Background: an optimization exercise with open tools, aiming at small area, a short achievable clock period and few clock cycles. Do not read the settings as production practice. No activity file was given, so power comes from the tool's default toggle rates.

// CPU
module CPU(clk,reset,imem_addr,imem_rdata,dmem_addr,dmem_we,dmem_wdata,dmem_rdata);
clock: 20.0 ns
lec_check: 0
cap_margin: 30
core_margin: 2
core_utilization: 55
place_density: 0.7
setup_slack_margin: 0.4
slew_margin: 30
synth_hierarchical: 1
standard.sh (not shown) runs the stock make flow with config.mk's settings and CLKGATE_MAP_FILE= SYNTH_SCRIPT=/design/flow/synth_recipe.tcl, a recipe that flattens the netlist after the stock synthesis.
==> flow/flow/run.sh <==
#!/bin/bash
# Standard synthesis and layout (the standard.sh), with:
#  - repair_timing aimed at a short clock period: the setup margin asks every path for this
#    much slack at the design's period, so the resizer works on the paths that set the
#    period the layout achieves;
#  - sizing free to change a cell's footprint; port buffers start as buf_4;
#  - clock tree synthesis without dummy loads, with larger sink clusters;
#  - the repair after global routing on pessimistic wire parasitics (flow/grt_rc.tcl).
# make's full output goes to make_finish.log here; each step's log is under orfs/logs/.
set -euo pipefail
bash standard.sh \
  PRE_GLOBAL_ROUTE_TCL="$PWD/flow/grt_rc.tcl" \
  SETUP_SLACK_MARGIN=14.8 \
  MATCH_CELL_FOOTPRINT=0 \
  BUFFER_PORTS_ARGS="-buffer_cell sky130_fd_sc_hd__buf_4" \
  CTS_ARGS="-sink_clustering_enable -repair_clock_nets -dont_use_dummy_load -sink_clustering_size 25 -sink_clustering_max_diameter 70" \
  finish > make_finish.log 2>&1
==> flow/flow/grt_rc.tcl <==
# Sourced before global routing (PRE_GLOBAL_ROUTE_TCL): the repair after global routing sees
# wires 25% more resistive and capacitive than the platform's estimate, since the routed and
# extracted wires come out slower than that estimate.
set s 1.25
foreach {layer c r} {
  li1  1.499e-04   7.176e-02
  met1 1.72375E-04 8.929e-04
  met2 1.36233E-04 8.929e-04
  met3 2.14962E-04 1.567e-04
  met4 1.48128E-04 1.567e-04
  met5 1.54087E-04 1.781e-05
} {
  set_layer_rc -layer $layer -capacitance [expr {$c * $s}] -resistance [expr {$r * $s}]
}
set_wire_rc -signal -layer met1
set_wire_rc -clock -layer met3
Change:
--- a/flow/design.v
+++ b/flow/design.v
@@ -1769,25 +1769,25 @@
 	wire d_sum  = ~(d_slt | d_sltu | d_and | d_or | d_xor | d_nor | d_shl);
 	wire [32*31-1:0] rf_flat;
 	genvar q;
 	generate for (q = 1; q < 32; q = q + 1) begin : rff
 		assign rf_flat[32*q-1 -: 32] = rf[q];
 	end endgenerate
 	wire [31:0] rs_rf, rt_rf;
 	RegRead read_rs(.lo(rs_lo), .hi(rs_hi), .rf(rf_flat), .rfv(rfv), .q(rs_rf));
 	RegRead read_rt(.lo(rt_lo), .hi(rt_hi), .rf(rf_flat), .rfv(rfv), .q(rt_rf));
 	wire [31:0] m_prod = m_s + m_c + m_d;
 	wire [31:0] m_alu = m_mul ? m_prod : m_res;
 	wire [31:0] m_out;
-	assign m_out = m_ld ? dmem_rdata : m_alu;
+	LMux #(32) m_out_mux(.s(m_ld), .a(dmem_rdata), .b(m_alu), .y(m_out));
 	wire [31:0] e_out;
 	wire rs_e = (rs != 5'd0) & (rs == e_dst);
 	wire rt_e = (rt != 5'd0) & (rt == e_dst);
 	wire rs_m = (rs != 5'd0) & (rs == m_dst);
 	wire rt_m = (rt != 5'd0) & (rt == m_dst);
 	wire e_late = e_ld | e_mul;
 	wire m_late = m_ld | m_mul;
 	wire [31:0] rs_early = rs_m ? m_res : rs_rf;                 
 	wire [31:0] rt_early = rt_m ? m_res : rt_rf;
 	wire [31:0] rs_mid = rs_e ? e_out : rs_early;                
 	wire rs_ld = ~rs_e & rs_m & m_ld;
 	wire rt_ld = ~rt_e & rt_m & m_ld;
@@ -1858,29 +1858,29 @@
 			rt_hi <= 4'd1 << ir_next[20:19];
 		end
 		if (~d_free & ~skv) sk <= imem_rdata;
 	end
 	wire a_const = c_link | c_shift | c_lui;
 	wire b_const = c_link | c_imm;
 	wire [4:0] rot_amt = fn[1] ? ir[10:6] : 5'd0 - ir[10:6];
 	wire [31:0] a_fix = c_link ? {ipc4, 2'b00} : c_shift ? {22'd0, ir[10:6], rot_amt} : 32'd0;
 	wire [31:0] b_fix = c_link ? 32'd0 : c_lui ? {imm, 16'd0} :
 	                    (op[2:0] == 3'h4) ? {16'd0, imm} : {{16{imm[15]}}, imm};
 	wire [31:0] opa_e, opa_next, opb_e, opb_next, dwdata_e, dwdata_next;
 	assign opa_e = (~a_const & rs_e) ? e_out : a_const ? a_fix : rs_nold;
-	assign opa_next = (~a_const & rs_ld) ? dmem_rdata : opa_e;
+	LMux #(32) opa_l_mux(.s(~a_const & rs_ld), .a(dmem_rdata), .b(opa_e), .y(opa_next));
 	assign opb_e = (~b_const & rt_e) ? e_out : b_const ? b_fix : rt_nold;
-	assign opb_next = (~b_const & rt_ld) ? dmem_rdata : opb_e;
+	LMux #(32) opb_l_mux(.s(~b_const & rt_ld), .a(dmem_rdata), .b(opb_e), .y(opb_next));
 	assign dwdata_e = rt_e ? e_out : rt_nold;
-	assign dwdata_next = rt_ld ? dmem_rdata : dwdata_e;
+	LMux #(32) dwd_l_mux(.s(rt_ld), .a(dmem_rdata), .b(dwdata_e), .y(dwdata_next));
 	always @(posedge clk or posedge reset) begin
 		if (reset) begin
 			e_dst <= 5'd0;
 			e_ld  <= 1'b0;
 			e_mul <= 1'b0;
 		end else begin
 			e_dst <= d_go ? dst : 5'd0;
 			e_ld  <= d_go & c_lw;
 			e_mul <= d_go & c_mul;
 		end
 	end
 	always @(posedge clk) dwe <= ~reset & d_go & c_sw;
Power went down by 0.94%. Global-route usage went down by 4.1 points. Clock power barely changes. Sequential share of layout area went down by 0.90 points. Cell count is about the same. Final area went up by about 2.1%. Fmax went up by about 1.7%. Area after synthesis went up by about 1.6%. Non-clock buffer count went down by 37. Worst setup slack gains 0.091 ns. Via count went down by 3.0%. Die area went up by 1.6%. Wire length went down by 5.6%.
No functional check of the RTL was part of any run of this note.

CPU, a different RTL version from the one above (not shown whole).
Size in the first run: about 7800 cells after synthesis, ~1400 flip-flops, about 160 I/O pins, ~87000 sq um of cells after synthesis.
==> flow/config.mk <==
export PLATFORM = sky130hd
export DESIGN_NAME = CPU
export DESIGN_NICKNAME = CPU
export VERILOG_FILES = /design/flow/design.v
export SDC_FILE = /design/flow/constraint.sdc
export NUM_CORES = 8
export LEC_CHECK = 0
export CAP_MARGIN = 30
export CORE_MARGIN = 2
export CORE_UTILIZATION = 55
export PLACE_DENSITY = 0.7
export SETUP_SLACK_MARGIN = 0.4
export SLEW_MARGIN = 30
export SYNTH_HIERARCHICAL = 1
==> flow/constraint.sdc <==
create_clock -name core_clock -period 20.0 [get_ports {clk}]
set_input_delay 4.0000 -clock core_clock [delete_from_list [all_inputs] [get_ports {clk}]]
set_output_delay 4.0000 -clock core_clock [all_outputs]
set_load 0.01 [all_outputs]
Scripts as last shown in full above: flow/flow/run.sh, flow/flow/grt_rc.tcl
Rerun with:
--- a/flow/design.v
+++ b/flow/design.v
@@ -1807,13 +1807,13 @@
 	wire [31:0] rs_rf, rt_rf;
 	RegRead read_rs(.lo(rs_lo), .hi(rs_hi), .rf(rf_flat), .rfv(rfv), .q(rs_rf));
 	RegRead read_rt(.lo(rt_lo), .hi(rt_hi), .rf(rf_flat), .rfv(rfv), .q(rt_rf));
 	wire [31:0] m_prod = m_s + m_c;
 	wire [31:0] m_alu = m_mul ? m_prod : m_res;
 	wire [31:0] m_out;
-	assign m_out = m_ld ? dmem_rdata : m_alu;
+	LMux #(32) m_out_mux(.s(m_ld), .a(dmem_rdata), .b(m_alu), .y(m_out));
 	wire [31:0] e_out;
 	wire rs_e = (rs != 5'd0) & (rs == e_dst);
 	wire rt_e = (rt != 5'd0) & (rt == e_dst);
 	wire rs_m = (rs != 5'd0) & (rs == m_dst);
 	wire rt_m = (rt != 5'd0) & (rt == m_dst);
 	wire e_late = e_ld | e_mul;
@@ -1896,17 +1896,17 @@
 	wire [4:0] rot_amt = fn[1] ? ir[10:6] : 5'd0 - ir[10:6];
 	wire [31:0] a_fix = c_link ? {ipc4, 2'b00} : c_shift ? {22'd0, ir[10:6], rot_amt} : 32'd0;
 	wire [31:0] b_fix = c_link ? 32'd0 : c_lui ? {imm, 16'd0} :
 	                    (op[2:0] == 3'h4) ? {16'd0, imm} : {{16{imm[15]}}, imm};
 	wire [31:0] opa_e, opa_next, opb_e, opb_next, dwdata_e, dwdata_next;
 	assign opa_e = (~a_const & rs_e) ? e_out : a_const ? a_fix : rs_nold;
-	assign opa_next = (~a_const & rs_ld) ? dmem_rdata : opa_e;
+	LMux #(32) opa_l_mux(.s(~a_const & rs_ld), .a(dmem_rdata), .b(opa_e), .y(opa_next));
 	assign opb_e = (~b_const & rt_e) ? e_out : b_const ? b_fix : rt_nold;
-	assign opb_next = (~b_const & rt_ld) ? dmem_rdata : opb_e;
+	LMux #(32) opb_l_mux(.s(~b_const & rt_ld), .a(dmem_rdata), .b(opb_e), .y(opb_next));
 	assign dwdata_e = rt_e ? e_out : rt_nold;
-	assign dwdata_next = rt_ld ? dmem_rdata : dwdata_e;
+	LMux #(32) dwd_l_mux(.s(rt_ld), .a(dmem_rdata), .b(dwdata_e), .y(dwdata_next));
 	always @(posedge clk or posedge reset) begin
 		if (reset) begin
 			e_dst <= 5'd0;
 			e_ld  <= 1'b0;
 			e_mul <= 1'b0;
 		end else begin
Effect:
- worst setup slack is better by 88 ps
- design area came out higher by 2.6%
- final cell count came out higher by 1.4%
- sequential cell count is unchanged
- wire length came out lower by 1.5%
- combinational power came out lower by 9.7%
- via count barely changes
No functional check of the RTL was part of any run of this note.

separate check: timing with driven ports:
How much do the figures lean on ideal ports? The routed layouts below were timed once more, with nothing changed but the port constraints.
Step 1 (the two cells are an assumption about what drives the block):
set clk [get_ports {clk}]
set_driving_cell -lib_cell sky130_fd_sc_hd__clkbuf_16 $clk
set_driving_cell -lib_cell sky130_fd_sc_hd__buf_2 [delete_from_list [all_inputs] $clk]
Step 2 times the ports against the registers' clock, not the clock port: input delays grow and output delays shrink by t, the midpoint of the rising clock arrivals with the driver on.
a / b / c = no drivers / after step 1 / after step 2; a / b = the first two.
| run | t, ns | setup slack, ns | worst setup path after step 2 |
|---|---|---|---|
| the first run of note 1 | 0.883 | 14.615 / 14.518 / 14.159 | input to register |
| the second run of note 1 | 0.859 | 14.706 / 14.622 / 14.359 | input to register |
| the first run of note 2 | 0.856 | 14.637 / 14.542 / 14.331 | input to register |
| the second run of note 2 | 0.866 | 14.725 / 14.636 / 14.141 | input to register |
After both steps setup and hold are still met in every run listed. The setup slack of the second run of note 2, which loses most, moves by -0.089 ns with the drivers and by -0.584 ns with both steps.
